From an optimization exercise on the open Yosys and OpenROAD flow, aimed at small area; shortcuts taken in it are not production practice.
Where RTL was checked, it was by simulation tests only, not by an equivalence proof against the original.
For run 1, only the layout was checked, not whether the RTL still works.
Power and IR drop assume default switching activity.

==> flow/design.v (outline; a module is shown in full before it is edited, if it fits) <==
// module ym3438_sr_bit: 55 lines
// module ym3438_sr_bit_array: 25 lines
// module ym3438_cnt_bit: 27 lines
// module ym3438_dlatch_1: 26 lines
// module ym3438_dlatch_2: 18 lines
// module ym3438_edge_detect: 18 lines
// module ym3438_slatch: 17 lines
// module ym3438_rs_trig: 20 lines
// module ym3438_rs_trig_sync: 24 lines
// module ym3438_cnt_bit_load: 30 lines
// module ym3438_dbg_read: 31 lines
// module ym3438_dbg_read_eg: 31 lines
// module ym3438_prescaler: 74 lines
// module ym3438_fsm: 124 lines
// module ym3438_io: 192 lines
// module ym3438_reg_ctrl: 923 lines
// module ym3438_op_register: 37 lines
// module ym3438_ch_register: 73 lines
// module ym3438_reg_wr_ctrl: 24 lines
// module ym3438_reg_data: 23 lines
// module ym3438_lfo: 227 lines
// module ym3438_detune: 59 lines
// module ym3438_pg: 167 lines
// module ym3438_eg: 714 lines
// module ym3438_op: 348 lines
// module ym3438_ch: 89 lines
// module ym3438: 356 lines
module ym3438(
	input MCLK,
	input PHI,
	input [7:0] DATA_i,
	output [7:0] DATA_o,
	output DATA_o_z,
	input TEST_i,
	output TEST_o,
	output TEST_o_z,
	input IC, CS, WR, RD,
	input [1:0] ADDRESS,
	output IRQ,
	output [8:0] MOL, MOR,
	output d_c1,
	output d_c2,
	output [9:0] MOL_2612, MOR_2612
	);
  // ...
==> flow/run.sh <==
#!/bin/bash
# synth_recipe.tcl (not shown) runs the flow's synth.tcl, then flattens the netlist and writes it again
# the make line also repeats each setting of config.mk as NAME=value (left out here)
make -C /OpenROAD-flow-scripts/flow DESIGN_CONFIG=/design/flow/config.mk WORK_HOME=/design/flow/orfs CLKGATE_MAP_FILE= SYNTH_SCRIPT=/design/flow/synth_recipe.tcl finish
==> flow/config.mk <==
export PLATFORM = sky130hd
export DESIGN_NAME = ym3438
export DESIGN_NICKNAME = ym3438
export VERILOG_FILES = /design/flow/design.v
export SDC_FILE = /design/flow/constraint.sdc
export NUM_CORES = 4
export LEC_CHECK = 0
export CAP_MARGIN = 20
export CORE_MARGIN = 2
export CORE_UTILIZATION = 60
export CTS_CLUSTER_DIAMETER = 80
export CTS_CLUSTER_SIZE = 30
export SLEW_MARGIN = 20
==> flow/constraint.sdc <==
create_clock -name core_clock -period 10.0 [get_ports {MCLK}]
set_input_delay 2.0000 -clock core_clock [delete_from_list [all_inputs] [get_ports {MCLK}]]
set_output_delay 2.0000 -clock core_clock [all_outputs]
set_load 0.01 [all_outputs]
==> impl_metrics.ini, run 1 <==
[status]
status = complete, no violations

[synth]
synthAdderAreaFrac = 0.0288
synth-edff-count = 3217
synth_compound_gate_area_share = 0.0583
syn_area_per_cell_um2 = 17.3

[route]
vias_per_cell = 5.88
wl_met3_um = 9110
firstDrtPassIters = 6
drc = 0

[layout]
nets = 7340
multi_input_area_mm2 = 0.0228
mostFrequentLayoutCells = 3217 x edfxtp_1, 434 x nor2_1, 396 x nand2_1
buf_share = 0.0114
multi_input_area_share = 0.175

[timing]
rsz0062_at_grt = no
period_minus_slack_ns = 6.70
period_share = 0.670
whs_ns = 0.404
fin_skew_ns = 0.0314

[setup_path]
critPathLaunch = fsm.cnt_low.mem.l1[1].sr.n.w2
start_kind = flop

[floorplan]
ios = 69

[clocking]
cts_resized = 0
cts_max_level = 4

[placement]
hpwl_um = 141000

[grt]
grt_pass1_wl_um = 330000
==> module ym3438_prescaler, before the edit <==
module ym3438_prescaler(
	input MCLK,
	input PHI,
	input IC,
	output c1, c2,
	output c2f,
	output reset_fsm
	);
	wire nIC = ~IC;
	wire pc1 = ~PHI;
	wire pc2 = PHI;
	reg phi_d;
	reg c2_d;
	always @(posedge MCLK)
	begin
		phi_d <= PHI;
		c2_d <= c2;
	end
	wire pc2f = PHI & ~phi_d;
	assign c2f = c2 & ~c2_d;
	wire ic_latch_out;
	ym3438_sr_bit #(.SR_LENGTH(12)) ic_latch(
		.MCLK(MCLK),
		.bit_in(nIC),
		.sr_out(ic_latch_out),
		.c1(pc1),
		.c2f(pc2f), .c2(pc2)
		);
	wire fsm_reset_and = nIC & ~ic_latch_out;
	wire fsm_res_latch_out;
	ym3438_sr_bit #(.SR_LENGTH(4)) fsm_res_latch(
		.MCLK(MCLK),
		.bit_in(fsm_reset_and),
		.sr_out(fsm_res_latch_out),
		.c1(pc1),
		.c2f(pc2f), .c2(pc2)
		);
	assign reset_fsm = fsm_res_latch_out;
	wire [5:0] clkgen_sr_in;
	wire [5:0] clkgen_sr_out;
	genvar i;
	generate
		for (i = 0; i < 6; i=i+1)
		begin : l1
			ym3438_sr_bit clkgen_sr(
				.MCLK(MCLK),
				.bit_in(clkgen_sr_in[i]),
				.sr_out(clkgen_sr_out[i]),
				.c1(pc1),
				.c2f(pc2f), .c2(pc2)
				);
			if (i != 0)
				assign clkgen_sr_in[i] = clkgen_sr_out[i-1];
		end
	endgenerate
	wire clkgen_bit = ~(fsm_reset_and | (clkgen_sr_out[4:0] != 4'b0));
	assign clkgen_sr_in[0] = clkgen_bit;
	wire c1_in = clkgen_sr_out[0] | clkgen_sr_out[5];
	wire c2_in = clkgen_sr_out[2] | clkgen_sr_out[3];
	ym3438_sr_bit c1_sr(
		.MCLK(MCLK),
		.bit_in(c1_in),
		.sr_out(c1),
		.c1(pc1),
		.c2f(pc2f), .c2(pc2)
		);
	ym3438_sr_bit c2_sr(
		.MCLK(MCLK),
		.bit_in(c2_in),
		.sr_out(c2),
		.c1(pc1),
		.c2f(pc2f), .c2(pc2)
		);
endmodule
==> module ym3438_eg, before the edit <==
module ym3438_eg
	(
	input MCLK,
	input c1,
	input c2,
	input c2f,
	input fsm_sel0,
	input IC,
	input IC_s,
	input TEST_i,
	input [7:0] lsi_21,
	input [7:3] lsi_2c,
	input [4:0] rate,
	input [4:0] kcode,
	input [1:0] ks,
	input [4:0] sl,
	input kon,
	input ssg_enable,
	input ssg_inv,
	input ssg_repeat,
	input ssg_holdup,
	input ssg_type0,
	input ssg_type2,
	input ssg_type3,
	input csm_kon,
	input [6:0] tl,
	input [1:0] ams,
	input [5:0] lfo_am,
	input mode_csm,
	input ch3_sel,
	input fsm_sel2,
	output [1:0] rate_sel,
	output pg_reset,
	output test_inc,
	output [9:0] eg_out,
	output eg_dbg
	);
	wire nIC = ~IC;
	wire nIC_s = ~IC_s;
	wire fsm_sel1;
	ym3438_sr_bit #(.NOV1(1)) fsm_sel1_sr (
		.MCLK(MCLK),
		.c1(c1),
		.c2f(c2f), .c2(c2),
		.bit_in(fsm_sel0),
		.sr_out(fsm_sel1)
		);
	wire fsm_sel12;
	ym3438_sr_bit #(.SR_LENGTH(12), .NOV1(1)) fsm_sel12_sr (
		.MCLK(MCLK),
		.c1(c1),
		.c2f(c2f), .c2(c2),
		.bit_in(fsm_sel0),
		.sr_out(fsm_sel12)
		);
	wire subcnt_rst;
	wire [1:0] subcnt_o;
	ym3438_cnt_bit #(.DATA_WIDTH(2), .NOV1(1)) subcnt (
		.MCLK(MCLK),
		.c1(c1),
		.c2f(c2f), .c2(c2),
		.c_in(fsm_sel0),
		.reset(subcnt_rst),
		.val(subcnt_o),
		.c_out()
		);
	assign subcnt_rst = nIC_s | (subcnt_o[1] & fsm_sel0);
	wire subcnt_of_l_o;
	ym3438_dlatch_1 #(.BYP(1)) subcnt_of_l
		(
		.MCLK(MCLK),
		.c1(c1),
		.inp(subcnt_o[1]),
		.val(subcnt_of_l_o),
		.nval()
		);
	wire subcnt_of_sr_o;
	ym3438_sr_bit #(.NOV1(1)) subcnt_of_sr (
		.MCLK(MCLK),
		.c1(c1),
		.c2f(c2f), .c2(c2),
		.bit_in(subcnt_o[1]),
		.sr_out(subcnt_of_sr_o)
		);
	wire timer_bit;
	wire mask_bit_sr_o;
	wire mask_bit = ~(fsm_sel0 | fsm_sel12 | nIC_s) & (mask_bit_sr_o | timer_bit);
	ym3438_sr_bit #(.NOV1(1)) mask_bit_sr (
		.MCLK(MCLK),
		.c1(c1),
		.c2f(c2f), .c2(c2),
		.bit_in(mask_bit),
		.sr_out(mask_bit_sr_o)
		);
	wire eg_timer_i;
	wire eg_timer_o1;
	wire eg_timer_o2;
	ym3438_sr_bit #(.SR_LENGTH(11), .NOV1(1)) eg_timer_sr (
		.MCLK(MCLK),
		.c1(c1),
		.c2f(c2f), .c2(c2),
		.bit_in(eg_timer_i),
		.sr_out(eg_timer_o1)
		);
	ym3438_sr_bit #(.NOV1(1)) eg_timer_sr2 (
		.MCLK(MCLK),
		.c1(c1),
		.c2f(c2f), .c2(c2),
		.bit_in(eg_timer_o1),
		.sr_out(eg_timer_o2)
		);
	wire carry_sr_i;
	wire carry_sr_o;
	ym3438_sr_bit #(.NOV1(1)) carry_sr (
		.MCLK(MCLK),
		.c1(c1),
		.c2f(c2f), .c2(c2),
		.bit_in(carry_sr_i),
		.sr_out(carry_sr_o)
		);
	wire timer_add = (fsm_sel1 & subcnt_o[1]) | carry_sr_o;
	wire [1:0] timer_ha = eg_timer_o2 + timer_add;
	assign carry_sr_i = timer_ha[1];
	assign eg_timer_i = ~(nIC_s | lsi_21[5]) & timer_ha[0];
	wire test_in = (TEST_i & lsi_2c[6]);
	assign timer_bit = test_in | eg_timer_i;
	wire timer_bit_masked = timer_bit & ~mask_bit_sr_o;
	wire [11:0] timer_shift_sel;
	wire [11:0] timer_shift_i;
	genvar i;
	generate
		for (i = 11; i >= 0; i = i - 1)
		begin : l1
			if (i == 11)
				assign timer_shift_i[i] = timer_bit_masked;
			else
				assign timer_shift_i[i] = timer_shift_sel[i+1];
			ym3438_sr_bit #(.NOV1(1)) timer_shift_sr (
				.MCLK(MCLK),
				.c1(c1),
				.c2f(c2f), .c2(c2),
				.bit_in(timer_shift_i[i]),
				.sr_out(timer_shift_sel[i])
				);
		end
	endgenerate
	wire eg_cnt_ed_o;
	ym3438_edge_detect eg_cnt_ed
		(
		.MCLK(MCLK),
		.c1(c1),
		.inp(subcnt_of_sr_o & fsm_sel1),
		.outp(eg_cnt_ed_o)
		);
	wire [1:0] eg_cnt_low_o;
	ym3438_slatch #(.DATA_WIDTH(2)) eg_cnt_low
		(
		.MCLK(MCLK),
		.en(eg_cnt_ed_o),
		.inp({ eg_timer_o1, eg_timer_o2}),
		.val(eg_cnt_low_o),
		.nval()
		);
	wire [3:0] eg_cnt_shift_i;
	assign eg_cnt_shift_i[0] = timer_shift_sel[0] | timer_shift_sel[2] | timer_shift_sel[4]
		| timer_shift_sel[6] | timer_shift_sel[8] | timer_shift_sel[10];
	assign eg_cnt_shift_i[1] = timer_shift_sel[1] | timer_shift_sel[2] | timer_shift_sel[5]
		| timer_shift_sel[6] | timer_shift_sel[9] | timer_shift_sel[10];
	assign eg_cnt_shift_i[2] = timer_shift_sel[3] | timer_shift_sel[4] | timer_shift_sel[5]
		| timer_shift_sel[6] | timer_shift_sel[11];
	assign eg_cnt_shift_i[3] = timer_shift_sel[7] | timer_shift_sel[8] | timer_shift_sel[9]
		| timer_shift_sel[10] | timer_shift_sel[11];
	wire [3:0] eg_cnt_shift_o;
	ym3438_slatch #(.DATA_WIDTH(4)) eg_cnt_shift
		(
		.MCLK(MCLK),
		.en(eg_cnt_ed_o),
		.inp(eg_cnt_shift_i),
		.val(eg_cnt_shift_o),
		.nval()
		);
	wire rate_nz_sr_o;
	ym3438_sr_bit #(.NOV1(1)) rate_nz_sr (
		.MCLK(MCLK),
		.c1(c1),
		.c2f(c2f), .c2(c2),
		.bit_in(rate != 5'h0),
		.sr_out(rate_nz_sr_o)
		);
	wire [4:0] rate_l_o;  
	ym3438_dlatch_1 #(.DATA_WIDTH(5), .BYP(1)) rate_l
		(
		.MCLK(MCLK),
		.c1(c1),
		.inp(rate),
		.val(),
		.nval(rate_l_o)
		);
	wire [4:0] rate_ks_add;
	assign rate_ks_add[0] = ((ks == 2'h0) & kcode[3]) | ((ks == 2'h1) & kcode[2]) | ((ks == 2'h2) & kcode[1]) | ((ks == 2'h3) & kcode[0]);
	assign rate_ks_add[1] = ((ks == 2'h0) & kcode[4]) | ((ks == 2'h1) & kcode[3]) | ((ks == 2'h2) & kcode[2]) | ((ks == 2'h3) & kcode[1]);
	assign rate_ks_add[2] = ((ks == 2'h1) & kcode[4]) | ((ks == 2'h2) & kcode[3]) | ((ks == 2'h3) & kcode[2]);
	assign rate_ks_add[3] = ((ks == 2'h2) & kcode[4]) | ((ks == 2'h3) & kcode[3]);
	assign rate_ks_add[4] = ((ks == 2'h3) & kcode[4]);
	wire [4:0] rate_ks_add_l_o;  
	ym3438_dlatch_1 #(.DATA_WIDTH(5), .BYP(1)) rate_ks_add_l
		(
		.MCLK(MCLK),
		.c1(c1),
		.inp(rate_ks_add),
		.val(),
		.nval(rate_ks_add_l_o)
		);
	wire [6:0] rate_sum = { 1'h0, rate_l_o, 1'h1 } + { 2'h1, rate_ks_add_l_o } + 7'h1;
	wire [6:0] rate_sum_l_o;  
	ym3438_dlatch_2 #(.DATA_WIDTH(7)) rate_sum_l
		(
		.MCLK(MCLK),
		.c2f(c2f), .c2(c2),
		.inp(rate_sum),
		.val(),
		.nval(rate_sum_l_o)
		);
	wire [5:0] rate_sum_clamp = rate_sum_l_o[5:0] | {6{rate_sum_l_o[6]}};
	wire rate_ls12 = rate_sum_clamp[5:4] != 2'h3;
	wire rate_sum_nz = rate_sum_clamp != 6'h00;
	wire [3:0] rate_shift_sum = rate_sum_clamp[5:2] + eg_cnt_shift_o;
	wire step_12 = rate_shift_sum == 4'hc & rate_sum_nz & rate_nz_sr_o & rate_ls12;
	wire step_13 = rate_shift_sum == 4'hd & rate_sum_clamp[1] & rate_nz_sr_o & rate_ls12;
	wire step_14 = rate_shift_sum == 4'he & rate_sum_clamp[0] & rate_nz_sr_o & rate_ls12;
	wire step_comb = ~(step_12 | step_13 | step_14);
	wire step_low_l_o;  
	ym3438_dlatch_1 #(.BYP(1)) step_low_l
		(
		.MCLK(MCLK),
		.c1(c1),
		.inp(step_comb),
		.val(),
		.nval(step_low_l_o)
		);
	wire rate_sum_not_max = rate_sum_clamp[5:1] != 5'h1f;
	wire rate_sum_12 = rate_sum_clamp[5:2] != 4'hc;
	wire rate_sum_13 = rate_sum_clamp[5:2] != 4'hd;
	wire rate_sum_14 = rate_sum_clamp[5:2] != 4'he;
	wire rate_sum_15 = rate_sum_clamp[5:2] != 4'hf;
	wire rate_not_max_sr_o;  
	ym3438_sr_bit #(.NOV1(1)) rate_not_max_sr (
		.MCLK(MCLK),
		.c1(c1),
		.c2f(c2f), .c2(c2),
		.bit_in(rate_sum_not_max),
		.sr_out(rate_not_max_sr_o)
		);
	wire rate_12_l_o;  
	wire rate_13_l_o;  
	wire rate_14_l_o;  
	wire rate_15_l_o;  
	ym3438_dlatch_1 #(.BYP(1)) rate_12_l
		(
		.MCLK(MCLK),
		.c1(c1),
		.inp(rate_sum_12),
		.val(),
		.nval(rate_12_l_o)
		);
	ym3438_dlatch_1 #(.BYP(1)) rate_13_l
		(
		.MCLK(MCLK),
		.c1(c1),
		.inp(rate_sum_13),
		.val(),
		.nval(rate_13_l_o)
		);
	ym3438_dlatch_1 #(.BYP(1)) rate_14_l
		(
		.MCLK(MCLK),
		.c1(c1),
		.inp(rate_sum_14),
		.val(),
		.nval(rate_14_l_o)
		);
	ym3438_dlatch_1 #(.BYP(1)) rate_15_l
		(
		.MCLK(MCLK),
		.c1(c1),
		.inp(rate_sum_15),
		.val(),
		.nval(rate_15_l_o)
		);
	wire rate_hi_sel = ~(
		(~eg_cnt_low_o[0] & rate_sum_clamp[1])
		| (eg_cnt_low_o == 2'h0 & rate_sum_clamp[1:0] == 2'h1)
		| (eg_cnt_low_o == 2'h1 & rate_sum_clamp[1:0] == 2'h3)
		);
	wire rate_hi_sel_l_o;  
	ym3438_dlatch_1 #(.BYP(1)) rate_hi_sel_l
		(
		.MCLK(MCLK),
		.c1(c1),
		.inp(rate_hi_sel),
		.val(),
		.nval(rate_hi_sel_l_o)
		);
	wire inc1 = subcnt_of_l_o & (step_low_l_o | (~rate_hi_sel_l_o & rate_12_l_o));
	wire inc2 = subcnt_of_l_o & (rate_hi_sel_l_o ? rate_12_l_o : rate_13_l_o);
	wire inc3 = subcnt_of_l_o & (rate_hi_sel_l_o ? rate_13_l_o : rate_14_l_o);
	wire inc4 = subcnt_of_l_o & ((rate_hi_sel_l_o & rate_14_l_o) | rate_15_l_o);
	wire inc1_l_o;
	wire inc2_l_o;
	wire inc3_l_o;
	wire inc4_l_o;
	ym3438_dlatch_2 inc1_l
		(
		.MCLK(MCLK),
		.c2f(c2f), .c2(c2),
		.inp(inc1),
		.val(inc1_l_o),
		.nval()
		);
	ym3438_dlatch_2 inc2_l
		(
		.MCLK(MCLK),
		.c2f(c2f), .c2(c2),
		.inp(inc2),
		.val(inc2_l_o),
		.nval()
		);
	ym3438_dlatch_2 inc3_l
		(
		.MCLK(MCLK),
		.c2f(c2f), .c2(c2),
		.inp(inc3),
		.val(inc3_l_o),
		.nval()
		);
	ym3438_dlatch_2 inc4_l
		(
		.MCLK(MCLK),
		.c2f(c2f), .c2(c2),
		.inp(inc4),
		.val(inc4_l_o),
		.nval()
		);
	wire inc_test_i = inc1_l_o | inc2_l_o | inc3_l_o | inc4_l_o;
	ym3438_sr_bit #(.NOV1(1)) inc_test_sr (
		.MCLK(MCLK),
		.c1(c1),
		.c2f(c2f), .c2(c2),
		.bit_in(inc_test_i),
		.sr_out(test_inc)
		);
	wire [4:0] sl_sr_o;
	ym3438_sr_bit_array #(.DATA_WIDTH(5), .SR_LENGTH(2), .NOV1(1)) sl_sr (
		.MCLK(MCLK),
		.c1(c1),
		.c2f(c2f), .c2(c2),
		.data_in(sl),
		.data_out(sl_sr_o)
		);
	wire ssg_pg_reset;
	wire ssg_pg_reset_o;
	ym3438_sr_bit #(.SR_LENGTH(2), .NOV1(1)) ssg_pg_reset_sr (
		.MCLK(MCLK),
		.c1(c1),
		.c2f(c2f), .c2(c2),
		.bit_in(ssg_pg_reset),
		.sr_out(ssg_pg_reset_o)
		);
	wire ssg_toggle;
	wire ssg_toggle_o;
	ym3438_sr_bit #(.SR_LENGTH(2), .NOV1(1)) ssg_toggle_sr (
		.MCLK(MCLK),
		.c1(c1),
		.c2f(c2f), .c2(c2),
		.bit_in(ssg_toggle),
		.sr_out(ssg_toggle_o)
		);
	wire ssg_enable_o;
	ym3438_sr_bit #(.SR_LENGTH(2), .NOV1(1)) ssg_enable_sr (
		.MCLK(MCLK),
		.c1(c1),
		.c2f(c2f), .c2(c2),
		.bit_in(ssg_enable),
		.sr_out(ssg_enable_o)
		);
	wire ssg_holdup_i = ~(ssg_holdup & ssg_enable & kon);
	wire ssg_holdup_o;
	ym3438_sr_bit #(.SR_LENGTH(2), .NOV1(1)) ssg_holdup_sr (
		.MCLK(MCLK),
		.c1(c1),
		.c2f(c2f), .c2(c2),
		.bit_in(ssg_holdup_i),
		.sr_out(ssg_holdup_o)
		);
	wire ssg_inv_i;
	wire ssg_inv_o;
	ym3438_sr_bit #(.SR_LENGTH(24), .NOV1(1)) ssg_inv_sr (
		.MCLK(MCLK),
		.c1(c1),
		.c2f(c2f), .c2(c2),
		.bit_in(ssg_inv_i),
		.sr_out(ssg_inv_o)
		);
	wire csm_kon_o;
	ym3438_sr_bit #(.SR_LENGTH(2), .NOV1(1)) csm_kon_sr (
		.MCLK(MCLK),
		.c1(c1),
		.c2f(c2f), .c2(c2),
		.bit_in(csm_kon),
		.sr_out(csm_kon_o)
		);
	wire [6:0] tl_o;
	wire [6:0] tl_o1;
	ym3438_sr_bit_array #(.DATA_WIDTH(7), .NOV1(1)) tl_sr_1 (
		.MCLK(MCLK),
		.c1(c1),
		.c2f(c2f), .c2(c2),
		.data_in(tl),
		.data_out(tl_o)
		);
	ym3438_sr_bit_array #(.DATA_WIDTH(7), .NOV1(1)) tl_sr_2 (
		.MCLK(MCLK),
		.c1(c1),
		.c2f(c2f), .c2(c2),
		.data_in(tl_o),
		.data_out(tl_o1)
		);
	wire pg_reset_i;
	ym3438_sr_bit #(.SR_LENGTH(2), .NOV1(1)) pg_reset_sr (
		.MCLK(MCLK),
		.c1(c1),
		.c2f(c2f), .c2(c2),
		.bit_in(pg_reset_i),
		.sr_out(pg_reset)
		);
	wire kon_sr_o;
	ym3438_sr_bit #(.SR_LENGTH(2), .NOV1(1)) kon_sr (
		.MCLK(MCLK),
		.c1(c1),
		.c2f(c2f), .c2(c2),
		.bit_in(kon),
		.sr_out(kon_sr_o)
		);
	wire okon_sr1_o;  
	wire okon_sr_o;  
	ym3438_sr_bit #(.SR_LENGTH(22), .NOV1(1)) okon_sr1 (
		.MCLK(MCLK),
		.c1(c1),
		.c2f(c2f), .c2(c2),
		.bit_in(kon_sr_o),
		.sr_out(okon_sr1_o)
		);
	ym3438_sr_bit #(.SR_LENGTH(2), .NOV1(1)) okon_sr2 (
		.MCLK(MCLK),
		.c1(c1),
		.c2f(c2f), .c2(c2),
		.bit_in(okon_sr1_o),
		.sr_out(okon_sr_o)
		);
	wire [1:0] state_sr_i;
	wire [1:0] state_sr1_o;
	wire [1:0] state_sr_o;
	ym3438_sr_bit_array #(.DATA_WIDTH(2), .SR_LENGTH(22), .NOV1(1)) state_sr1 (
		.MCLK(MCLK),
		.c1(c1),
		.c2f(c2f), .c2(c2),
		.data_in(state_sr_i),
		.data_out(state_sr1_o)
		);
	ym3438_sr_bit_array #(.DATA_WIDTH(2), .SR_LENGTH(2), .NOV1(1)) state_sr2 (
		.MCLK(MCLK),
		.c1(c1),
		.c2f(c2f), .c2(c2),
		.data_in(state_sr1_o),
		.data_out(state_sr_o)
		);
	wire [9:0] eg_level_sr_i;
	wire [9:0] eg_level_sr_o1;
	wire [9:0] eg_level_sr_o;
	wire [9:0] eg_level2;
	wire sl_reach = eg_level2[9:5] == sl_sr_o & eg_level2[4] == 1'h0;
	wire zr_reach = eg_level2 == 10'h0;
	wire eg_quiet = eg_level2[9:4] == 6'h3f;
	wire eg_quiet_ssg = ssg_enable_o ? eg_level2[9] : eg_quiet;
	assign ssg_pg_reset = ssg_enable & eg_level_sr_o1[9] & ssg_type0;
	assign ssg_toggle = ssg_enable & eg_level_sr_o1[9] & ssg_repeat;
	assign ssg_inv_i = ssg_enable & okon_sr1_o
		& ((eg_level_sr_o1[9] & ssg_type3) | ((eg_level_sr_o1[9] & ssg_type2) ^ ssg_inv_o));
	wire kon_toggle = kon_sr_o & ~okon_sr_o;
	wire kon_toggle_off = ~kon_sr_o & okon_sr_o;
	wire kon_event_n = ~(kon_toggle | (okon_sr_o & ssg_toggle_o));
	assign pg_reset_i = ~(kon_toggle | ssg_pg_reset_o);
	wire rate_att = ~(okon_sr1_o ? ssg_toggle : kon);
	assign rate_sel = rate_att ? state_sr1_o : 2'h0;
	wire set_release = state_sr_o == 2'h3 & kon_event_n;
	wire set_release_koff = kon_event_n & ~kon_sr_o;
	wire eg_mute = nIC | (eg_quiet_ssg & state_sr_o != 2'h0 & ssg_holdup_o & kon_event_n);
	wire eg_mute_s = nIC_s | (eg_quiet_ssg & state_sr_o != 2'h0 & ssg_holdup_o & kon_event_n);
	assign state_sr_i[0] = nIC_s
		| (state_sr_o == 2'h0 & zr_reach & kon_event_n)
		| (state_sr_o == 2'h1 & ~sl_reach & kon_event_n)
		| set_release
		| eg_mute_s
		| set_release_koff;
	assign state_sr_i[1] = nIC_s
		| (state_sr_o == 2'h1 & sl_reach & kon_event_n)
		| (state_sr_o == 2'h2 & kon_event_n)
		| set_release
		| eg_mute_s
		| set_release_koff;
	ym3438_sr_bit_array #(.DATA_WIDTH(10), .SR_LENGTH(21), .NOV1(1)) eg_level_sr1 (
		.MCLK(MCLK),
		.c1(c1),
		.c2f(c2f), .c2(c2),
		.data_in(eg_level_sr_i),
		.data_out(eg_level_sr_o1)
		);
	ym3438_sr_bit_array #(.DATA_WIDTH(10), .SR_LENGTH(2), .NOV1(1)) eg_level_sr2 (
		.MCLK(MCLK),
		.c1(c1),
		.c2f(c2f), .c2(c2),
		.data_in(eg_level_sr_o1),
		.data_out(eg_level_sr_o)
		);
	wire [9:0] eg_level_out_sr2_o;
	assign eg_level2 = kon_toggle_off ? eg_level_out_sr2_o : eg_level_sr_o;
	wire eg_linear_step = (kon_event_n & state_sr_o == 2'h1 & ~sl_reach & ~eg_quiet_ssg)
		| (kon_event_n & state_sr_o[1] & ~eg_quiet_ssg);
	wire eg_exp_step = state_sr_o == 2'h0 & kon_sr_o & ~zr_reach & rate_not_max_sr_o;
	wire eg_instantattack = (~rate_not_max_sr_o & kon_event_n) | rate_not_max_sr_o;
	wire eg_invert;
	ym3438_sr_bit #(.NOV1(1)) eg_invert_sr (
		.MCLK(MCLK),
		.c1(c1),
		.c2f(c2f), .c2(c2),
		.bit_in(okon_sr1_o & (ssg_inv ^ ssg_inv_o)),
		.sr_out(eg_invert)
		);
	wire [3:0] eg_add_linear_normal;
	assign eg_add_linear_normal[0] = eg_linear_step & ~ssg_enable_o & inc1_l_o;
	assign eg_add_linear_normal[1] = eg_linear_step & ~ssg_enable_o & inc2_l_o;
	assign eg_add_linear_normal[2] = eg_linear_step & ~ssg_enable_o & inc3_l_o;
	assign eg_add_linear_normal[3] = eg_linear_step & ~ssg_enable_o & inc4_l_o;
	wire [3:0] eg_add_linear_ssg;
	assign eg_add_linear_ssg[0] = eg_linear_step & ssg_enable_o & inc1_l_o;
	assign eg_add_linear_ssg[1] = eg_linear_step & ssg_enable_o & inc2_l_o;
	assign eg_add_linear_ssg[2] = eg_linear_step & ssg_enable_o & inc3_l_o;
	assign eg_add_linear_ssg[3] = eg_linear_step & ssg_enable_o & inc4_l_o;
	wire [9:0] eg_add_exponent_1 = { 4'hf, ~eg_level2[9:4] };
	wire [9:0] eg_add_exponent_2 = { 3'h7, ~eg_level2[9:3] };
	wire [9:0] eg_add_exponent_3 = { 2'h3, ~eg_level2[9:2] };
	wire [9:0] eg_add_exponent_4 = { 1'h1, ~eg_level2[9:1] };
	wire [9:0] eg_add_comb = { 6'h0, eg_add_linear_normal } | { 4'h0, eg_add_linear_ssg, 2'h0 }
		| ({10{inc1_l_o & eg_exp_step}} & eg_add_exponent_1)
		| ({10{inc2_l_o & eg_exp_step}} & eg_add_exponent_2)
		| ({10{inc3_l_o & eg_exp_step}} & eg_add_exponent_3)
		| ({10{inc4_l_o & eg_exp_step}} & eg_add_exponent_4);
	wire [9:0] eg_add_l_o;
	ym3438_dlatch_1 #(.DATA_WIDTH(10), .BYP(1)) eg_add_l
		(
		.MCLK(MCLK),
		.c1(c1),
		.inp(eg_add_comb),
		.val(),
		.nval(eg_add_l_o)
		);
	wire [9:0] eg_level_comb;
	assign eg_level_comb = {10{eg_mute_s}} | ({10{eg_instantattack}} & eg_level2) | { ({7{csm_kon_o}} & tl_o1), 3'h0};
	wire [9:0] eg_level_comb_o;
	ym3438_dlatch_1 #(.DATA_WIDTH(10), .BYP(1)) eg_level_comb_l
		(
		.MCLK(MCLK),
		.c1(c1),
		.inp(eg_level_comb),
		.val(),
		.nval(eg_level_comb_o)
		);
	wire [9:0] eg_level_sum = eg_add_l_o + eg_level_comb_o + 10'h1;
	ym3438_dlatch_2 #(.DATA_WIDTH(10)) eg_level_sum_l
		(
		.MCLK(MCLK),
		.c2f(c2f), .c2(c2),
		.inp(eg_level_sum),
		.val(),
		.nval(eg_level_sr_i)
		);
	wire [9:0] eg_level_out_sr_o;
	ym3438_sr_bit_array #(.DATA_WIDTH(10), .NOV1(1)) eg_level_out_sr (
		.MCLK(MCLK),
		.c1(c1),
		.c2f(c2f), .c2(c2),
		.data_in(eg_level_sr_o1),
		.data_out(eg_level_out_sr_o)
		);
	wire [9:0] eg_level_outinv_l1_o;
	ym3438_dlatch_1 #(.DATA_WIDTH(10), .BYP(1)) eg_level_outinv_l1
		(
		.MCLK(MCLK),
		.c1(c1),
		.inp(eg_level_sr_o1),
		.val(),
		.nval(eg_level_outinv_l1_o)
		);
	wire [9:0] eg_level_outinv_l2_i = eg_level_outinv_l1_o + 10'h201;
	wire [9:0] eg_level_outinv_l2_o;
	ym3438_dlatch_2 #(.DATA_WIDTH(10)) eg_level_outinv_l2
		(
		.MCLK(MCLK),
		.c2f(c2f), .c2(c2),
		.inp(eg_level_outinv_l2_i),
		.val(eg_level_outinv_l2_o),
		.nval()
		);
	wire [9:0] eg_level_out = eg_invert ? eg_level_outinv_l2_o : eg_level_out_sr_o;
	ym3438_sr_bit_array #(.DATA_WIDTH(10), .NOV1(1)) eg_level_out_sr2 (
		.MCLK(MCLK),
		.c1(c1),
		.c2f(c2f), .c2(c2),
		.data_in(eg_level_out),
		.data_out(eg_level_out_sr2_o)
		);
	wire [9:0] eg_level_out_test = lsi_21[5] ? 10'h0 : eg_level_out;
	wire [6:0] eg_lfo_mux;
	wire [1:0] ams_l_o;
	ym3438_dlatch_1 #(.DATA_WIDTH(2), .BYP(1)) ams_l
		(
		.MCLK(MCLK),
		.c1(c1),
		.inp(ams),
		.val(ams_l_o),
		.nval()
		);
	wire [5:0] lfo_am_l_o;
	ym3438_dlatch_1 #(.DATA_WIDTH(6), .BYP(1)) lfo_am_l
		(
		.MCLK(MCLK),
		.c1(c1),
		.inp(lfo_am),
		.val(lfo_am_l_o),
		.nval()
		);
	wire [3:0] ams_sel;
	assign ams_sel[0] = ams_l_o == 2'h0;
	assign ams_sel[1] = ams_l_o == 2'h1;
	assign ams_sel[2] = ams_l_o == 2'h2;
	assign ams_sel[3] = ams_l_o == 2'h3;
	wire [6:0] lfo_sh0 = { 3'h0, lfo_am_l_o[5:2] };
	wire [6:0] lfo_sh1 = { 2'h0, lfo_am_l_o[5:1] };
	wire [6:0] lfo_sh2 = { 1'h0, lfo_am_l_o };
	wire [6:0] lfo_sh3 = { lfo_am_l_o, 1'h0 };
	assign eg_lfo_mux = ~(
		({7{ams_sel[1]}} & lfo_sh0)
		| ({7{ams_sel[2]}} & lfo_sh2)
		| ({7{ams_sel[3]}} & lfo_sh3)
		);
	wire [6:0] eg_lfo_mux_l_o;
	ym3438_dlatch_2 #(.DATA_WIDTH(7)) eg_lfo_mux_l
		(
		.MCLK(MCLK),
		.c2f(c2f), .c2(c2),
		.inp(eg_lfo_mux),
		.val(),
		.nval(eg_lfo_mux_l_o)
		);
	wire [10:0] eg_level_lfo = { 4'h0, eg_lfo_mux_l_o } + { 1'h0, eg_level_out_test };
	wire [10:0] eg_level_lfo_l_o;
	ym3438_dlatch_1 #(.DATA_WIDTH(11), .BYP(1)) eg_level_lfo_l
		(
		.MCLK(MCLK),
		.c1(c1),
		.inp(eg_level_lfo),
		.val(),
		.nval(eg_level_lfo_l_o)
		);
	wire ch3_sel_sr_o;
	ym3438_sr_bit #(.NOV1(1)) ch3_sel_sr (
		.MCLK(MCLK),
		.c1(c1),
		.c2f(c2f), .c2(c2),
		.bit_in(ch3_sel),
		.sr_out(ch3_sel_sr_o)
		);
	wire not_csm = ~(mode_csm & ch3_sel_sr_o);
	wire [6:0] tl_add_l_i = not_csm ? tl_o : 7'h0;
	wire [6:0] tl_add_l_o;
	ym3438_dlatch_1 #(.DATA_WIDTH(7), .BYP(1)) tl_add_l
		(
		.MCLK(MCLK),
		.c1(c1),
		.inp(tl_add_l_i),
		.val(),
		.nval(tl_add_l_o)
		);
	wire [10:0] eg_level_tl = { 1'h0, eg_level_lfo_l_o[9:0] } + { 1'h0, tl_add_l_o, 3'h0 } + 11'h8;
	wire eg_level_of = eg_level_tl[10] & eg_level_lfo_l_o[10];
	wire [9:0] eg_level_tl_clamp = eg_level_of ? eg_level_tl[9:0] : 10'h0;
	ym3438_dlatch_2 #(.DATA_WIDTH(10)) eg_out_l
		(
		.MCLK(MCLK),
		.c2f(c2f), .c2(c2),
		.inp(eg_level_tl_clamp),
		.val(),
		.nval(eg_out)
		);
	ym3438_dbg_read_eg #(.DATA_WIDTH(10), .NOV1(1)) dbg_read (
		.MCLK(MCLK),
		.c1(c1),
		.c2f(c2f), .c2(c2),
		.prev(0),
		.load(fsm_sel2),
		.load_val(eg_out),
		.next(eg_dbg)
		);
endmodule
==> run 2, diff against run 1 <==
--- a/flow/design.v
+++ b/flow/design.v
@@ -324,80 +324,52 @@
 	input MCLK,
 	input PHI,
 	input IC,
 	output c1, c2,
 	output c2f,
 	output reset_fsm
 	);
 	wire nIC = ~IC;
-	wire pc1 = ~PHI;
-	wire pc2 = PHI;
 	reg phi_d;
 	reg c2_d;
+	reg nic_l;
 	always @(posedge MCLK)
 	begin
 		phi_d <= PHI;
 		c2_d <= c2;
+		if (~PHI)
+			nic_l <= nIC;
 	end
 	wire pc2f = PHI & ~phi_d;
 	assign c2f = c2 & ~c2_d;
-	wire ic_latch_out;
-	ym3438_sr_bit #(.SR_LENGTH(12)) ic_latch(
-		.MCLK(MCLK),
-		.bit_in(nIC),
-		.sr_out(ic_latch_out),
-		.c1(pc1),
-		.c2f(pc2f), .c2(pc2)
-		);
-	wire fsm_reset_and = nIC & ~ic_latch_out;
-	wire fsm_res_latch_out;
-	ym3438_sr_bit #(.SR_LENGTH(4)) fsm_res_latch(
-		.MCLK(MCLK),
-		.bit_in(fsm_reset_and),
-		.sr_out(fsm_res_latch_out),
-		.c1(pc1),
-		.c2f(pc2f), .c2(pc2)
-		);
-	assign reset_fsm = fsm_res_latch_out;
-	wire [5:0] clkgen_sr_in;
-	wire [5:0] clkgen_sr_out;
-	genvar i;
-	generate
-		for (i = 0; i < 6; i=i+1)
-		begin : l1
-			ym3438_sr_bit clkgen_sr(
-				.MCLK(MCLK),
-				.bit_in(clkgen_sr_in[i]),
-				.sr_out(clkgen_sr_out[i]),
-				.c1(pc1),
-				.c2f(pc2f), .c2(pc2)
-				);
-			if (i != 0)
-				assign clkgen_sr_in[i] = clkgen_sr_out[i-1];
+	reg [11:0] ic_latch;
+	reg [3:0] fsm_res_latch;
+	reg [5:0] clkgen_sr;
+	reg c1_sr;
+	reg c2_sr;
+	wire ic_latch_out = ic_latch[11];
+	wire fsm_reset_and = nic_l & ~ic_latch_out;
+	assign reset_fsm = fsm_res_latch[3];
+	wire clkgen_bit = ~(fsm_reset_and | (clkgen_sr[4:0] != 5'b0));
+	wire c1_in = clkgen_sr[0] | clkgen_sr[5];
+	wire c2_in = clkgen_sr[2] | clkgen_sr[3];
+	always @(posedge MCLK)
+	begin
+		if (pc2f)
+		begin
+			ic_latch <= { ic_latch[10:0], nic_l };
+			fsm_res_latch <= { fsm_res_latch[2:0], fsm_reset_and };
+			clkgen_sr <= { clkgen_sr[4:0], clkgen_bit };
+			c1_sr <= c1_in;
+			c2_sr <= c2_in;
 		end
-	endgenerate
-	wire clkgen_bit = ~(fsm_reset_and | (clkgen_sr_out[4:0] != 4'b0));
-	assign clkgen_sr_in[0] = clkgen_bit;
-	wire c1_in = clkgen_sr_out[0] | clkgen_sr_out[5];
-	wire c2_in = clkgen_sr_out[2] | clkgen_sr_out[3];
-	ym3438_sr_bit c1_sr(
-		.MCLK(MCLK),
-		.bit_in(c1_in),
-		.sr_out(c1),
-		.c1(pc1),
-		.c2f(pc2f), .c2(pc2)
-		);
-	ym3438_sr_bit c2_sr(
-		.MCLK(MCLK),
-		.bit_in(c2_in),
-		.sr_out(c2),
-		.c1(pc1),
-		.c2f(pc2f), .c2(pc2)
-		);
+	end
+	assign c1 = c1_sr;
+	assign c2 = c2_sr;
 endmodule
 module ym3438_fsm
 	(
 	input MCLK,
 	input c1,
 	input c2,
 	input c2f,
 	input fsm_reset,
@@ -2832,35 +2804,17 @@
 	wire [9:0] eg_level_out_sr_o;
 	ym3438_sr_bit_array #(.DATA_WIDTH(10), .NOV1(1)) eg_level_out_sr (
 		.MCLK(MCLK),
 		.c1(c1),
 		.c2f(c2f), .c2(c2),
 		.data_in(eg_level_sr_o1),
 		.data_out(eg_level_out_sr_o)
 		);
-	wire [9:0] eg_level_outinv_l1_o;
-	ym3438_dlatch_1 #(.DATA_WIDTH(10), .BYP(1)) eg_level_outinv_l1
-		(
-		.MCLK(MCLK),
-		.c1(c1),
-		.inp(eg_level_sr_o1),
-		.val(),
-		.nval(eg_level_outinv_l1_o)
-		);
-	wire [9:0] eg_level_outinv_l2_i = eg_level_outinv_l1_o + 10'h201;
-	wire [9:0] eg_level_outinv_l2_o;
-	ym3438_dlatch_2 #(.DATA_WIDTH(10)) eg_level_outinv_l2
-		(
-		.MCLK(MCLK),
-		.c2f(c2f), .c2(c2),
-		.inp(eg_level_outinv_l2_i),
-		.val(eg_level_outinv_l2_o),
-		.nval()
-		);
+	wire [9:0] eg_level_outinv_l2_o = ~eg_level_out_sr_o + 10'h201;
 	wire [9:0] eg_level_out = eg_invert ? eg_level_outinv_l2_o : eg_level_out_sr_o;
 	ym3438_sr_bit_array #(.DATA_WIDTH(10), .NOV1(1)) eg_level_out_sr2 (
 		.MCLK(MCLK),
 		.c1(c1),
 		.c2f(c2f), .c2(c2),
 		.data_in(eg_level_out),
 		.data_out(eg_level_out_sr2_o)
 		);
@@ -2982,17 +2936,23 @@
 	wire [9:0] phase_sr_o;
 	ym3438_sr_bit_array #(.DATA_WIDTH(10), .NOV1(1)) phase_sr (
 		.MCLK(MCLK),
 		.c1(c1),
 		.c2f(c2f), .c2(c2),
 		.data_in(phase_sum),
 		.data_out(phase_sr_o)
 		);
-	wire [7:0] sin_index = phase_sr_o[7:0] ^ {8{phase_sr_o[8]}};
+	reg [8:0] phase_l;
+	always @(posedge MCLK)
+	begin
+		if (c2f)
+			phase_l <= phase_sr_o[8:0];
+	end
+	wire [7:0] sin_index = phase_l[7:0] ^ {8{phase_l[8]}};
 	wire [4:0] sin_lut_index = sin_index[5:1];
 	reg [45:0] sine_lut_out;
 	always @(sin_lut_index)
 	begin
 		case (sin_lut_index)
 			5'h1f: sine_lut_out = 46'b0001100001000100100001000010101010101000100101;
 			5'h1e: sine_lut_out = 46'b0001100001010100001000000001001001001100010100;
 			5'h1d: sine_lut_out = 46'b0001100001010100001000110000101011001100000110;
@@ -3056,32 +3016,18 @@
 	assign sin_lut_mux[12] = sine_lut_out[35] & sin_index_top_sel[0];
 	assign sin_lut_mux[13] = (sine_lut_out[36] & sin_index_top_sel[0]) | (sine_lut_out[37] & sin_index_top_sel[1])
 		| (sine_lut_out[38] & sin_index_top_sel[2]);
 	assign sin_lut_mux[14] = sine_lut_out[39] & sin_index_top_sel[0];
 	assign sin_lut_mux[15] = (sine_lut_out[40] & sin_index_top_sel[0]) | (sine_lut_out[41] & sin_index_top_sel[1]);
 	assign sin_lut_mux[16] = (sine_lut_out[42] & sin_index_top_sel[0]) | (sine_lut_out[43] & sin_index_top_sel[1]);
 	assign sin_lut_mux[17] = sine_lut_out[44] & sin_index_top_sel[0];
 	assign sin_lut_mux[18] = sine_lut_out[45] & sin_index_top_sel[0];
-	wire [18:0] sin_lut_sr_o;
-	ym3438_sr_bit_array #(.DATA_WIDTH(19), .NOV1(1)) sin_lut_sr (
-		.MCLK(MCLK),
-		.c1(c1),
-		.c2f(c2f), .c2(c2),
-		.data_in(sin_lut_mux),
-		.data_out(sin_lut_sr_o)
-		);
-	wire sin_index_0_sr_o;
-	ym3438_sr_bit #(.NOV1(1)) sin_index_0_sr (
-		.MCLK(MCLK),
-		.c1(c1),
-		.c2f(c2f), .c2(c2),
-		.bit_in(sin_index[0]),
-		.sr_out(sin_index_0_sr_o)
-		);
+	wire [18:0] sin_lut_sr_o = sin_lut_mux;
+	wire sin_index_0_sr_o = sin_index[0];
 	wire [10:0] sin_base = { sin_lut_sr_o[18:15], sin_lut_sr_o[13], sin_lut_sr_o[11], sin_lut_sr_o[9], sin_lut_sr_o[7], sin_lut_sr_o[5], sin_lut_sr_o[3], sin_lut_sr_o[1] };
 	wire [7:0] sin_delta = sin_index_0_sr_o ? 8'h0 : { sin_lut_sr_o[14], sin_lut_sr_o[12], sin_lut_sr_o[10], sin_lut_sr_o[8], sin_lut_sr_o[6], sin_lut_sr_o[4], sin_lut_sr_o[2], sin_lut_sr_o[0] };
 	wire [11:0] sin_sum = sin_base + { sin_delta[7], sin_delta };
 	wire sign_sr_o;
 	ym3438_sr_bit #(.SR_LENGTH(3), .NOV1(1)) sign_sr (
 		.MCLK(MCLK),
 		.c1(c1),
 		.c2f(c2f), .c2(c2),
@@ -3101,17 +3047,24 @@
 	ym3438_sr_bit_array #(.DATA_WIDTH(13), .NOV1(1)) att_sum_sr (
 		.MCLK(MCLK),
 		.c1(c1),
 		.c2f(c2f), .c2(c2),
 		.data_in(att_sum),
 		.data_out(att_sum_sr_o)
 		);
 	wire [11:0] att_clamp = ~(att_sum_sr_o[12] ? 12'hfff : att_sum_sr_o[11:0]);
-	wire [7:0] pow_index = att_clamp[7:0];
+	reg [12:0] att_sum_l;
+	always @(posedge MCLK)
+	begin
+		if (c2f)
+			att_sum_l <= att_sum_sr_o;
+	end
+	wire [11:0] att_clamp_l = ~(att_sum_l[12] ? 12'hfff : att_sum_l[11:0]);
+	wire [7:0] pow_index = att_clamp_l[7:0];
 	wire [4:0] pow_lut_index = pow_index[5:1];
 	reg [47:0] pow_lut_out;
 	always @(pow_lut_index)
 	begin
 		case (pow_lut_index)
 			5'h1f: pow_lut_out = 48'b111011111100011111101000111101000001000110011101;
 			5'h1e: pow_lut_out = 48'b111011111100011010011111011000001011100010110011;
 			5'h1d: pow_lut_out = 48'b111011111100000011110110111101101001110111011010;
@@ -3172,43 +3125,22 @@
 		| (pow_lut_out[33] & pow_index_top_sel[2]) | (pow_lut_out[34] & pow_index_top_sel[3]);
 	assign pow_lut_mux[9] = (pow_lut_out[35] & pow_index_top_sel[0]) | (pow_lut_out[36] & pow_index_top_sel[1])
 		| (pow_lut_out[37] & pow_index_top_sel[2]) | (pow_lut_out[38] & pow_index_top_sel[3]);
 	assign pow_lut_mux[10] = (pow_lut_out[39] & pow_index_top_sel[0]) | (pow_lut_out[40] & pow_index_top_sel[1])
 		| (pow_lut_out[41] & pow_index_top_sel[2]) | (pow_lut_out[42] & pow_index_top_sel[3]);
 	assign pow_lut_mux[11] = (pow_lut_out[43] & pow_index_top_sel[1])
 		| (pow_lut_out[44] & pow_index_top_sel[2]) | (pow_lut_out[45] & pow_index_top_sel[3]);
 	assign pow_lut_mux[12] = (pow_lut_out[46] & pow_index_top_sel[2]) | (pow_lut_out[47] & pow_index_top_sel[3]);
-	wire [12:0] pow_lut_sr_o;
-	ym3438_sr_bit_array #(.DATA_WIDTH(13), .NOV1(1)) pow_lut_sr (
-		.MCLK(MCLK),
-		.c1(c1),
-		.c2f(c2f), .c2(c2),
-		.data_in(pow_lut_mux),
-		.data_out(pow_lut_sr_o)
-		);
-	wire pow_index_0_sr_o;
-	ym3438_sr_bit #(.NOV1(1)) pow_index_0_sr (
-		.MCLK(MCLK),
-		.c1(c1),
-		.c2f(c2f), .c2(c2),
-		.bit_in(pow_index[0]),
-		.sr_out(pow_index_0_sr_o)
-		);
+	wire [12:0] pow_lut_sr_o = pow_lut_mux;
+	wire pow_index_0_sr_o = pow_index[0];
 	wire [9:0] pow_base = { pow_lut_sr_o[12:6], pow_lut_sr_o[4], pow_lut_sr_o[2], pow_lut_sr_o[0] };
 	wire [2:0] pow_delta = pow_index_0_sr_o ? { pow_lut_sr_o[5], pow_lut_sr_o[3], pow_lut_sr_o[1] } : 3'h0;
 	wire [9:0] pow_sum = pow_base + pow_delta;
-	wire [3:0] pow_shift_sr_o;
-	ym3438_sr_bit_array #(.DATA_WIDTH(4), .NOV1(1)) pow_shift_sr (
-		.MCLK(MCLK),
-		.c1(c1),
-		.c2f(c2f), .c2(c2),
-		.data_in(att_clamp[11:8]),
-		.data_out(pow_shift_sr_o)
-		);
+	wire [3:0] pow_shift_sr_o = att_clamp_l[11:8];
 	wire [3:0] sh_sel1;
 	assign sh_sel1[0] = pow_shift_sr_o[1:0] == 2'h0;
 	assign sh_sel1[1] = pow_shift_sr_o[1:0] == 2'h1;
 	assign sh_sel1[2] = pow_shift_sr_o[1:0] == 2'h2;
 	assign sh_sel1[3] = pow_shift_sr_o[1:0] == 2'h3;
 	wire [3:0] sh_sel2;
 	assign sh_sel2[0] = pow_shift_sr_o[3:2] == 2'h0;
 	assign sh_sel2[1] = pow_shift_sr_o[3:2] == 2'h1;
==> flow/config.mk (replaced) <==
export PLATFORM = sky130hd
export DESIGN_NAME = ym3438
export DESIGN_NICKNAME = ym3438
export VERILOG_FILES = /design/flow/design.v
export SDC_FILE = /design/flow/constraint.sdc
export NUM_CORES = 4
export LEC_CHECK = 0
export ABC_AREA = 1
export CAP_MARGIN = 20
export CORE_MARGIN = 2
export CORE_UTILIZATION = 60
export CTS_CLUSTER_DIAMETER = 80
export CTS_CLUSTER_SIZE = 30
export SLEW_MARGIN = 20
==> run 2 against run 1 <==
Compared with the run above: still clean; power fell by 2.6%; flip-flop and latch count fell by 35; die area fell by 2.0%; critical path type unchanged; largest cell class unchanged.
==> impl_metrics.ini, run 2 <==
[setup_path]
arrival_ns = 5.12
r2r_slack_ns = 4.00
crit_type = flop to primary output
rr_endpoint = op.op_value_sr.l1[6].sr.n.w2
slowest_delay_ns = 0.58
cpMaxStageDelayCell = o21ai_0
path_cells = inv_1, ha_1, o21ai_0, o22ai_1, nand2_1, nand2_1, o21ai_0, clkinv_1, nor4_1, nand2_1, nor3_1, xnor2_1, inv_1, o21ai_0, clkdlybuf4s50_1
r2r-start = op.att_sum_l[12]
r2r_cells = 30
path_buf_inv = 4
cp.required_ns = 8.00
start_kind = flop
critical-path-top-delay-family = simple AND/OR/NAND/NOR gates
crit_path_end_kind = primary output
worstPathMaxFanout = 13

[floorplan]
die_h_um = 449
ios = 69
dieArea_mm2 = 0.202
start_util = 0.603
row_count = 163
chipWidth_um = 449
core_area_mm2 = 0.197

[status]
status = complete, no violations

[synth]
synth_nets = 7813
synth_flop_cell = edfxtp_1
synth_cell_types = 65
yosysSeqAreaShare = 0.806
synth_cells = 7546
ys_ff_latch = 3188
netlist.top_cell.by_area = edfxtp_1
async_flop_share = 0
yosys-top-cells-count = 3182 x edfxtp_1, 962 x nand2_1, 805 x inv_1, 419 x nor2_1, 409 x a21oi_1
synthTopCellsByArea = edfxtp_1 80%, nand2_1 3.0%, inv_1 2.5%
syn_area_mm2 = 0.119
synth-edff-count = 3182
synth_top_area_frac = 0.805
synth_most_common_cell = edfxtp_1
syn_area_per_cell_um2 = 15.7
yosys_warnings = 68

[layout]
mostFrequentLayoutCells = 3182 x edfxtp_1, 962 x nand2_1, 804 x inv_1
largest_reg_flops = 400
layout-drive-gt1-share = 0.0479
design_area_mm2 = 0.127
nets = 7967
reg_top3 = pg.pg_values.l1.sr.n.w2 (400), eg.eg_level_sr1.l1.sr.n.w2 (210)
largest_register = pg.pg_values.l1.sr.n.w2
area_growth_syn_to_layout_pct = 7.30
layout_commonest_cell = edfxtp_1
antenna_cells = 0

[power]
switching_share = 0.206
seqPwrFrac = 0.663
irDropWorstVdd_mv = 0.174
p_switching_mw = 4.69
power_frac_comb = 0.038
leakagePower_nw = 45.1
powerDensity_mw_per_mm2 = 179
total_power_mw = 22.8
power.share.clock = 0.299
p_int_mw = 18.1

[clocking]
cts_tree = built
clk_pin_slew_ns = 0.11
cts_hold_buf = 0
cts_buffer_depth = 3
insertion_delay_ns = 0.83
cts_resized = 0
cts_max_level = 4
cts_made_buffers = 140
root_buffer = clkbuf_16
clock-sinks = 3188
cts_setup_buffers = 0

[placement]
io_buffers = 68
placed_area_mm2 = 0.123
place_congestion = 0.886
hpwl_um = 145000

[timing]
hold_viol = 0
relSlewSlack = 0.298
setup_viol = 0
worstMarginPinSlew_ns = 1.05
fin_skew_ns = 0.0458
drv_slew = 0
period_minus_slack_ns = 7.12
period_share = 0.712
timing.fmax_mhz = 141
setup_tns_ns = 0
rsz0062_at_grt = no

[min_path]
worstHoldStart = op.op_op1_2_sr.l1[9].sr.n.w2[2]
holdPathStages = 0
hold-path-endpoint = op.op_op1_2_sr.l1[9].sr.n.w2[3]
hp-class = flop to flop

[route]
vias = 58400
drtIter0Drc = 6457
vias_per_cell = 5.61
drt-total-wl_um = 218000
final_antenna_net_count = 0
firstDrtPassIters = 6
drc = 0
wl_per_cell_um = 20.9

[grt]
grt-ovfl-total = 0
grt_pass1_wl_um = 330000
antenna_found_initial = 3
grtUsageTotal = 0.214
grt_pass1_vias = 55600
grt_max_degree = 204

[run]
cap_violations = 0
run 2: cell types whose count changed after synthesis, sizes merged, moves of 79 or more:
cell,before,now
inv,234,814
nand2,396,975
o21ai,203,414
mux2i,176,19
clkbuf,229,110
and2,120,3
mux2,119,14
xnor2,152,50
nand3,93,182
a21oi,330,409
run 2: worst max path at each step:
| stage | start | to | slack (ns) | cells after the start |
|---|---|---|---|---|
| global route | fsm.cnt_low.mem.l1[1].sr.n.w2 | MOL_2612[7] | 2.38 | 15 |
| floorplan | prescaler.c2_sr | reg_ctrl.reg_21_data.reg_sr.l1[0].sr.n.w2 | -50.16 | 4 |
| CTS | fsm.cnt_low.mem.l1[1].sr.n.w2 | MOL_2612[7] | 2.91 | 15 |
| global placement | fsm.cnt_low.mem.l1[1].sr.n.w2 | MOR_2612[7] | 3.83 | 15 |
| detailed placement | fsm.cnt_low.mem.l1[1].sr.n.w2 | MOL_2612[7] | 3.86 | 15 |
| finish | fsm.cnt_low.mem.l1[1].sr.n.w2 | MOL_2612[7] | 2.88 | 15 |
run 2: power groups by stage:
| stage | Sequential [mW] | Combinational [mW] | Clock (mW) |
|---|---|---|---|
| detailed placement | 15.4 | 0.877 | 0 |
| global route | 15.1 | 0.980 | 7.49 |
| floorplan | 15.8 | 0.593 | 0 |
| global placement | 15.4 | 0.869 | 0 |
| finish | 15.1 | 0.874 | 6.82 |
| CTS | 15.1 | 0.881 | 7.07 |
run 2: cell type report:
cell class | instances | area, um^2
fill | 13900 | 69600
inverter | 829 | 3110
clock buffer | 160 | 3670
tap | 2640 | 3300
sequential | 3188 | 95700
multi-input combinational | 3395 | 19500
clock inverter | 49 | 756
timing repair buffer | 146 | 1410
run 2: cell families (layout without fill, tap and decap cells):
group / Yosys count / after routing / synth area share
AOI/OAI and AO/OA: 1158 / 1158 / 0.0559
xor gates and xnor gates: 166 / 166 / 0.0123
adders and majority gates: 250 / 250 / 0.0289
buffers and inverters: 963 / 1184 / 0.0308
DFF: 3188 / 3188 / 0.806
muxes: 33 / 33 / 0.00293
and+or+nand+nor: 1788 / 1788 / 0.0635
run 2: per-layer routing:
| layer | vias up | GRT usage | routed length [um] |
|---|---|---|---|
| met5 | - | 0 | 13 |
| li1 | 27600 | - | - |
| met1 | 29000 | 0.319 | 99500 |
| met4 | 2 | 0.0634 | 6260 |
| met3 | 328 | 0.0264 | 9950 |
| met2 | 1488 | 0.336 | 102000 |
run 2: stage by stage:
| step | hold slack (ns) | setup WS, ns | cells | util |
|---|---|---|---|---|
| 2_1_floorplan | 0.400 | -50.16 | 7546 | - |
| 3_3_place_gp | 0.400 | 3.83 | 10200 | 0.624 |
| 3_5_place_dp | 0.405 | 3.86 | 10200 | 0.624 |
| 4_1_cts | 0.376 | 2.91 | 10400 | 0.647 |
| 5_1_grt | 0.382 | 2.38 | 10400 | 0.647 |
| 6_report | 0.375 | 2.88 | 10400 | 0.647 |

[static timing again, ports no longer ideal]
The flow's constraints put no driver on any port. The routed layouts listed below were extracted and timed again, unchanged, in two steps.
Step 1: set_driving_cell puts a clkbuf_16 on MCLK and a buf_2 on each other input, an assumption about the parent block.
Step 2 adds t to the input delays and takes it off the output delays; t is the mean of the earliest and latest rising clock arrival at the registers after step 1. Input paths then give back, and output paths get back, about the clock's delay inside the block.
Three values: no drivers, after step 1, after step 2; two values: the first two.
| run | t, ns | setup slack, ns | worst register clock-pin slew, ns |
|---|---|---|---|
| run 1 | 0.917 | 3.304 / 3.216 / 3.334 | 0.11 / 0.11 |
| run 2 | 0.903 | 2.883 / 2.788 / 3.691 | 0.11 / 0.11 |
After both steps every run listed still meets setup and hold.
